This design comes from an exercise in tuning for small area on the open sky130 flow, not from production work.
Function was checked by simulation only, so behaviour that the tests miss may differ from the original.

==> inputs of run A <==
==> flow/design.v (excerpt) <==
module simple_gemac(
   input clk, input reset,
   output reg GMII_TX_EN, output reg GMII_TX_ER, output reg [7:0] GMII_TXD,
   input GMII_RX_DV, input GMII_RX_ER, input [7:0] GMII_RXD,
   input pause_req, input [15:0] pause_time_req, input pause_respect_en,
   input [47:0] ucast_addr, input [47:0] mcast_addr,
   input pass_ucast, input pass_mcast, input pass_bcast, input pass_pause, input pass_all,
   output [7:0] rx_data, output reg rx_valid, output rx_error, output reg rx_ack,
   input [7:0] tx_data, input tx_valid, input tx_error, output tx_ack
    );
==> module crc32_next, before the edit <==
module crc32_next
  (input [7:0] T,
   input [23:0] C,
   output [31:0] N);
   wire x0 = T[0] ^ T[6];
   wire x1 = T[3] ^ T[7];
   wire x2 = T[1] ^ T[2];
   wire x3 = T[4] ^ T[5];
   wire x4 = T[7] ^ x2;
   wire x5 = T[1] ^ x0;
   wire x6 = T[2] ^ T[6];
   wire x7 = T[5] ^ x6;
   wire x8 = x1 ^ x3;
   wire x9 = T[3] ^ x0;
   wire x10 = x7 ^ x9;
   wire x11 = x2 ^ x3;
   wire x12 = T[7] ^ x10;
   wire x13 = x5 ^ x8;
   wire x14 = x9 ^ x13;
   wire x15 = T[4] ^ x9;
   wire x16 = T[3] ^ x4;
   wire x17 = T[6] ^ x1;
   wire x18 = x9 ^ x16;
   wire x19 = T[4] ^ T[7];
   wire x20 = T[7] ^ x5;
   wire x21 = x7 ^ x8;
   wire x22 = T[2] ^ x15;
   wire x23 = x0 ^ x11;
   wire x24 = x2 ^ x7;
   wire x25 = T[0] ^ x3;
   wire x26 = T[2] ^ T[3];
   wire x27 = x18 ^ x25;
   wire x28 = x17 ^ x26;
   wire x29 = x10 ^ x11;
   wire x30 = x10 ^ x20;
   assign N[0] = x0;
   assign N[1] = x20;
   assign N[2] = x18;
   assign N[3] = x16;
   assign N[4] = x22;
   assign N[5] = x13;
   assign N[6] = x27;
   assign N[7] = x12;
   assign N[8] = C[0] ^ x29;
   assign N[9] = C[1] ^ x11;
   assign N[10] = C[2] ^ x10;
   assign N[11] = C[3] ^ x29;
   assign N[12] = C[4] ^ x23;
   assign N[13] = C[5] ^ x30;
   assign N[14] = C[6] ^ x21;
   assign N[15] = C[7] ^ x8;
   assign N[16] = C[8] ^ x25;
   assign N[17] = C[9] ^ x24;
   assign N[18] = C[10] ^ x28;
   assign N[19] = C[11] ^ x1;
   assign N[20] = C[12] ^ T[4];
   assign N[21] = C[13] ^ T[5];
   assign N[22] = C[14] ^ T[0];
   assign N[23] = C[15] ^ x5;
   assign N[24] = C[16] ^ x4;
   assign N[25] = C[17] ^ x26;
   assign N[26] = C[18] ^ x15;
   assign N[27] = C[19] ^ x14;
   assign N[28] = C[20] ^ x7;
   assign N[29] = C[21] ^ x17;
   assign N[30] = C[22] ^ x19;
   assign N[31] = C[23] ^ T[5];
endmodule
export LEC_CHECK = 0
export CAP_MARGIN = 20
export CORE_MARGIN = 2
export CORE_UTILIZATION = 70
export PLACE_DENSITY = 0.8
export SLEW_MARGIN = 20
create_clock -name core_clock -period 8.0 [get_ports {clk}]
standard.sh (not shown) runs the stock make flow with config.mk's settings and CLKGATE_MAP_FILE= SYNTH_SCRIPT=/design/flow/synth_recipe.tcl, a recipe that flattens the netlist after the stock synthesis.
==> flow/flow/run.sh <==
#!/bin/bash
# Own layout flow: the standard flow, with
#  - the combinational logic of the standard synthesis re-mapped by ABC for area
#    (registers kept exactly as the standard synthesis made them): ABC runs with
#    several seeds from two starting netlists, keeping the smallest whose registers
#    match the standard synthesis's,
#  - small port buffers (every port still gets its own buffer),
#  - a clock tree of clkbuf_8 clusters under a clkbuf_4 root, and no dummy loads.
set -euo pipefail
cd "$(dirname "$0")/.."
W=$PWD
R=$W/orfs/results/$FLOW_PLATFORM/simple_gemac/base

export BUFFER_PORTS_ARGS="-buffer_cell sky130_fd_sc_hd__buf_1"
export CTS_ARGS="-sink_clustering_enable -repair_clock_nets -buf_list sky130_fd_sc_hd__clkbuf_8 -root_buf sky130_fd_sc_hd__clkbuf_4 -dont_use_dummy_load -sink_clustering_size 19 -sink_clustering_max_diameter 80"

# Standard synthesis, plus two more runs of it as starting points for ABC:
# with ABC's area script, and with ABC's area script module by module.
bash standard.sh synth > $W/flow_synth.log 2>&1
sed -e "s#WORK_HOME=[^ ]*#WORK_HOME=$W/orfs_alt#" -e "s#^make #make ABC_AREA=1 #" standard.sh > $W/standard_alt.sh
sed -e "s#WORK_HOME=[^ ]*#WORK_HOME=$W/orfs_alt2#" -e "s#^make #make ABC_AREA=1 SYNTH_HIERARCHICAL=1 #" standard.sh > $W/standard_alt2.sh
bash $W/standard_alt.sh synth > $W/flow_synth_alt.log 2>&1 &
bash $W/standard_alt2.sh synth > $W/flow_synth_alt2.log 2>&1 &
wait || true
RA=$W/orfs_alt/results/$FLOW_PLATFORM/simple_gemac/base
RA2=$W/orfs_alt2/results/$FLOW_PLATFORM/simple_gemac/base

cp $R/1_2_yosys.v $W/1_2_yosys.standard.v
flops() { grep -E '^\s*sky130_fd_sc_hd__(df|edf|sdf|sedf|dlx|dlr)' "$1" | awk '{print $1, $2}' | sort; }
flops $W/1_2_yosys.standard.v > $W/flops.standard.txt

mkdir -p $W/resynth
# ABC scripts: deep synthesis with several random seeds, then area mapping
for seed in 0 1 2 3 4 5 6 7; do
  printf 'strash\n&get -n\n&syn4\n&deepsyn -S %d -T 60\n&dch -f\n&nf -R 1000\n&put\n' $seed > $W/resynth/s$seed.abc
done
jobs=()
if [ -f $RA/1_2_yosys.v ]; then
  for seed in 0 1 2 3 4 5 6 7; do jobs+=("$RA/1_2_yosys.v $W/resynth/s$seed.abc"); done
fi
if [ -f $RA2/1_2_yosys.v ]; then
  for seed in 0 1 2 3; do jobs+=("$RA2/1_2_yosys.v $W/resynth/s$seed.abc"); done
fi
if [ ${#jobs[@]} -eq 0 ]; then jobs+=("$W/1_2_yosys.standard.v $W/resynth/s0.abc"); fi
i=0
for j in "${jobs[@]}"; do
  i=$((i+1)); set -- $j
  echo "$1 $W/resynth/c$i.v $2 $W/resynth/c$i.log"
done > $W/resynth/jobs.txt
xargs -P ${NUM_CORES:-4} -L 1 bash flow/resynth.ys.sh < $W/resynth/jobs.txt || true

best=$W/1_2_yosys.standard.v
bestarea=1e12
for c in $W/resynth/c*.v; do
  [ -f $c ] || continue
  flops $c > ${c%.v}.flops
  if ! cmp -s ${c%.v}.flops $W/flops.standard.txt; then echo "$c: registers differ, skipped"; continue; fi
  a=$(grep -E "Chip area" ${c%.v}.log | tail -1 | awk "{print \$NF}" || true)
  [ -n "$a" ] || continue
  echo "$c: $a"
  if awk -v a="$a" -v b="$bestarea" 'BEGIN{exit !(a<b)}'; then best=$c; bestarea=$a; fi
done > $W/flow_resynth_pick.log
echo "picked $best $bestarea" >> $W/flow_resynth_pick.log

cp $best $R/1_2_yosys.v
touch $R/1_2_yosys.v
bash standard.sh finish > $W/flow_finish.log 2>&1
Other scripts of this flow, unchanged in this note and not shown: flow/flow/resynth.ys.sh
==> run F (differences from run A) <==
--- a/flow/design.v
+++ b/flow/design.v
@@ -5,53 +5,39 @@
    output [31:0] N);
-   wire x0 = T[0] ^ T[6];
-   wire x1 = T[3] ^ T[7];
-   wire x2 = T[1] ^ T[2];
-   wire x3 = T[4] ^ T[5];
-   wire x4 = T[7] ^ x2;
-   wire x5 = T[1] ^ x0;
-   wire x6 = T[2] ^ T[6];
-   wire x7 = T[5] ^ x6;
-   wire x8 = x1 ^ x3;
-   wire x9 = T[3] ^ x0;
-   wire x10 = x7 ^ x9;
-   wire x11 = x2 ^ x3;
-   wire x12 = T[7] ^ x10;
-   wire x13 = x5 ^ x8;
-   wire x14 = x9 ^ x13;
-   wire x15 = T[4] ^ x9;
-   wire x16 = T[3] ^ x4;
-   wire x17 = T[6] ^ x1;
-   wire x18 = x9 ^ x16;
-   wire x19 = T[4] ^ T[7];
-   wire x20 = T[7] ^ x5;
-   wire x21 = x7 ^ x8;
-   wire x22 = T[2] ^ x15;
-   wire x23 = x0 ^ x11;
-   wire x24 = x2 ^ x7;
-   wire x25 = T[0] ^ x3;
-   wire x26 = T[2] ^ T[3];
-   wire x27 = x18 ^ x25;
-   wire x28 = x17 ^ x26;
-   wire x29 = x10 ^ x11;
-   wire x30 = x10 ^ x20;
-   assign N[0] = x0;
-   assign N[1] = x20;
-   assign N[2] = x18;
-   assign N[3] = x16;
-   assign N[4] = x22;
-   assign N[5] = x13;
-   assign N[6] = x27;
-   assign N[7] = x12;
-   assign N[8] = C[0] ^ x29;
-   assign N[9] = C[1] ^ x11;
-   assign N[10] = C[2] ^ x10;
-   assign N[11] = C[3] ^ x29;
-   assign N[12] = C[4] ^ x23;
-   assign N[13] = C[5] ^ x30;
-   assign N[14] = C[6] ^ x21;
-   assign N[15] = C[7] ^ x8;
-   assign N[16] = C[8] ^ x25;
-   assign N[17] = C[9] ^ x24;
-   assign N[18] = C[10] ^ x28;
-   assign N[19] = C[11] ^ x1;
+   wire x0 = T[2] ^ T[7];
+   wire x1 = T[0] ^ T[6];
+   wire x2 = T[1] ^ T[4];
+   wire x3 = T[5] ^ x2;
+   wire x4 = T[0] ^ T[3];
+   wire x5 = T[3] ^ T[7];
+   wire x6 = T[1] ^ x0;
+   wire x7 = T[6] ^ x0;
+   wire x8 = T[3] ^ T[4];
+   wire x9 = T[5] ^ T[6];
+   wire x10 = T[3] ^ x6;
+   wire x11 = x1 ^ x8;
+   wire x12 = T[2] ^ x3;
+   wire x13 = x2 ^ x4;
+   wire x14 = T[4] ^ T[5];
+   wire x15 = T[5] ^ x4;
+   wire x16 = T[1] ^ x1;
+   assign N[0] = x1;
+   assign N[1] = T[7] ^ x16;
+   assign N[2] = x1 ^ x6;
+   assign N[3] = x10;
+   assign N[4] = T[2] ^ x11;
+   assign N[5] = x1 ^ x3 ^ x5;
+   assign N[6] = x3 ^ x7;
+   assign N[7] = x0 ^ x15;
+   assign N[8] = C[0] ^ x13;
+   assign N[9] = C[1] ^ x12;
+   assign N[10] = C[2] ^ T[2] ^ x15;
+   assign N[11] = C[3] ^ x13;
+   assign N[12] = C[4] ^ x1 ^ x12;
+   assign N[13] = C[5] ^ x10 ^ x9;
+   assign N[14] = C[6] ^ x7 ^ x8;
+   assign N[15] = C[7] ^ x14 ^ x5;
+   assign N[16] = C[8] ^ T[0] ^ x14;
+   assign N[17] = C[9] ^ T[1] ^ x9;
+   assign N[18] = C[10] ^ x7;
+   assign N[19] = C[11] ^ x5;
    assign N[20] = C[12] ^ T[4];
@@ -59,10 +45,10 @@
    assign N[22] = C[14] ^ T[0];
-   assign N[23] = C[15] ^ x5;
-   assign N[24] = C[16] ^ x4;
-   assign N[25] = C[17] ^ x26;
-   assign N[26] = C[18] ^ x15;
-   assign N[27] = C[19] ^ x14;
-   assign N[28] = C[20] ^ x7;
-   assign N[29] = C[21] ^ x17;
-   assign N[30] = C[22] ^ x19;
+   assign N[23] = C[15] ^ x16;
+   assign N[24] = C[16] ^ x6;
+   assign N[25] = C[17] ^ T[2] ^ T[3];
+   assign N[26] = C[18] ^ x11;
+   assign N[27] = C[19] ^ T[7] ^ x3;
+   assign N[28] = C[20] ^ T[2] ^ x9;
+   assign N[29] = C[21] ^ T[6] ^ x5;
+   assign N[30] = C[22] ^ T[4] ^ T[7];
    assign N[31] = C[23] ^ T[5];
--- a/flow/flow/run.sh
+++ b/flow/flow/run.sh
@@ -7,3 +7,3 @@
 #  - small port buffers (every port still gets its own buffer),
-#  - a clock tree of clkbuf_8 clusters under a clkbuf_4 root, and no dummy loads.
+#  - a clock tree of clkbuf_8 clusters and no dummy loads.
 set -euo pipefail
@@ -14,3 +14,3 @@
 export BUFFER_PORTS_ARGS="-buffer_cell sky130_fd_sc_hd__buf_1"
-export CTS_ARGS="-sink_clustering_enable -repair_clock_nets -buf_list sky130_fd_sc_hd__clkbuf_8 -root_buf sky130_fd_sc_hd__clkbuf_4 -dont_use_dummy_load -sink_clustering_size 19 -sink_clustering_max_diameter 80"
+export CTS_ARGS="-sink_clustering_enable -repair_clock_nets -buf_list sky130_fd_sc_hd__clkbuf_8 -root_buf sky130_fd_sc_hd__clkbuf_8 -dont_use_dummy_load -sink_clustering_size 18 -sink_clustering_max_diameter 70"
 
@@ -28,3 +28,3 @@
 cp $R/1_2_yosys.v $W/1_2_yosys.standard.v
-flops() { grep -E '^\s*sky130_fd_sc_hd__(df|edf|sdf|sedf|dlx|dlr)' "$1" | awk '{print $1, $2}' | sort; }
+flops() { grep -E '^\s*sky130_fd_sc_hd__(df|edf|sdf|dl)' "$1" | awk '{print $1, $2}' | sort; }
 flops $W/1_2_yosys.standard.v > $W/flops.standard.txt
==> comparison <==
Run A finished with timing, DRC and antenna clean. Run F ran to the end with no violations. In run F the maximum frequency is lower than in run A, by 6.9%. Area after synthesis: run F is larger than run A (0.63%). Via count: run A is smaller than run F (about 4.3%). Of run F and run A, run F has the higher clock-buffer cell count (gap 1). Against run A, the setup slack of run F is lower by 0.26 ns. Between run A and run F, the lower die area is in run A (gap 0.60%, measured against run F). Between run A and run F, the lower global-route usage is in run A (gap 2.2 points).

==> separate check: timing with driven ports <==
The results above use ideal ports. As a check the final layouts listed here were re-extracted and re-timed, cells and wires unchanged.
Step 1 (the two cells are an assumption about what drives the block):
set clk [get_ports {clk}]
set_driving_cell -lib_cell sky130_fd_sc_hd__clkbuf_16 $clk
set_driving_cell -lib_cell sky130_fd_sc_hd__buf_2 [delete_from_list [all_inputs] $clk]
Step 2 times the ports against the registers' clock, not the clock port: input delays grow and output delays shrink by t, the midpoint of the rising clock arrivals with the driver on.
Slacks: no drivers / after step 1 / after step 2; pairs: no drivers / after step 1.
run | shift t [ns] | slack for setup (ns) | clock arrival spread, ns | worst data-port slew with drivers (ns) | pins driven straight from the clock port
run A | 0.623 | 4.547 / 4.547 / 4.547 | 0.053 / 0.053 | 0.05 | 1
run F | 0.527 | 4.292 / 4.292 / 4.292 | 0.088 / 0.087 | 0.06 | 1
After both steps setup and hold are still met in every run listed.
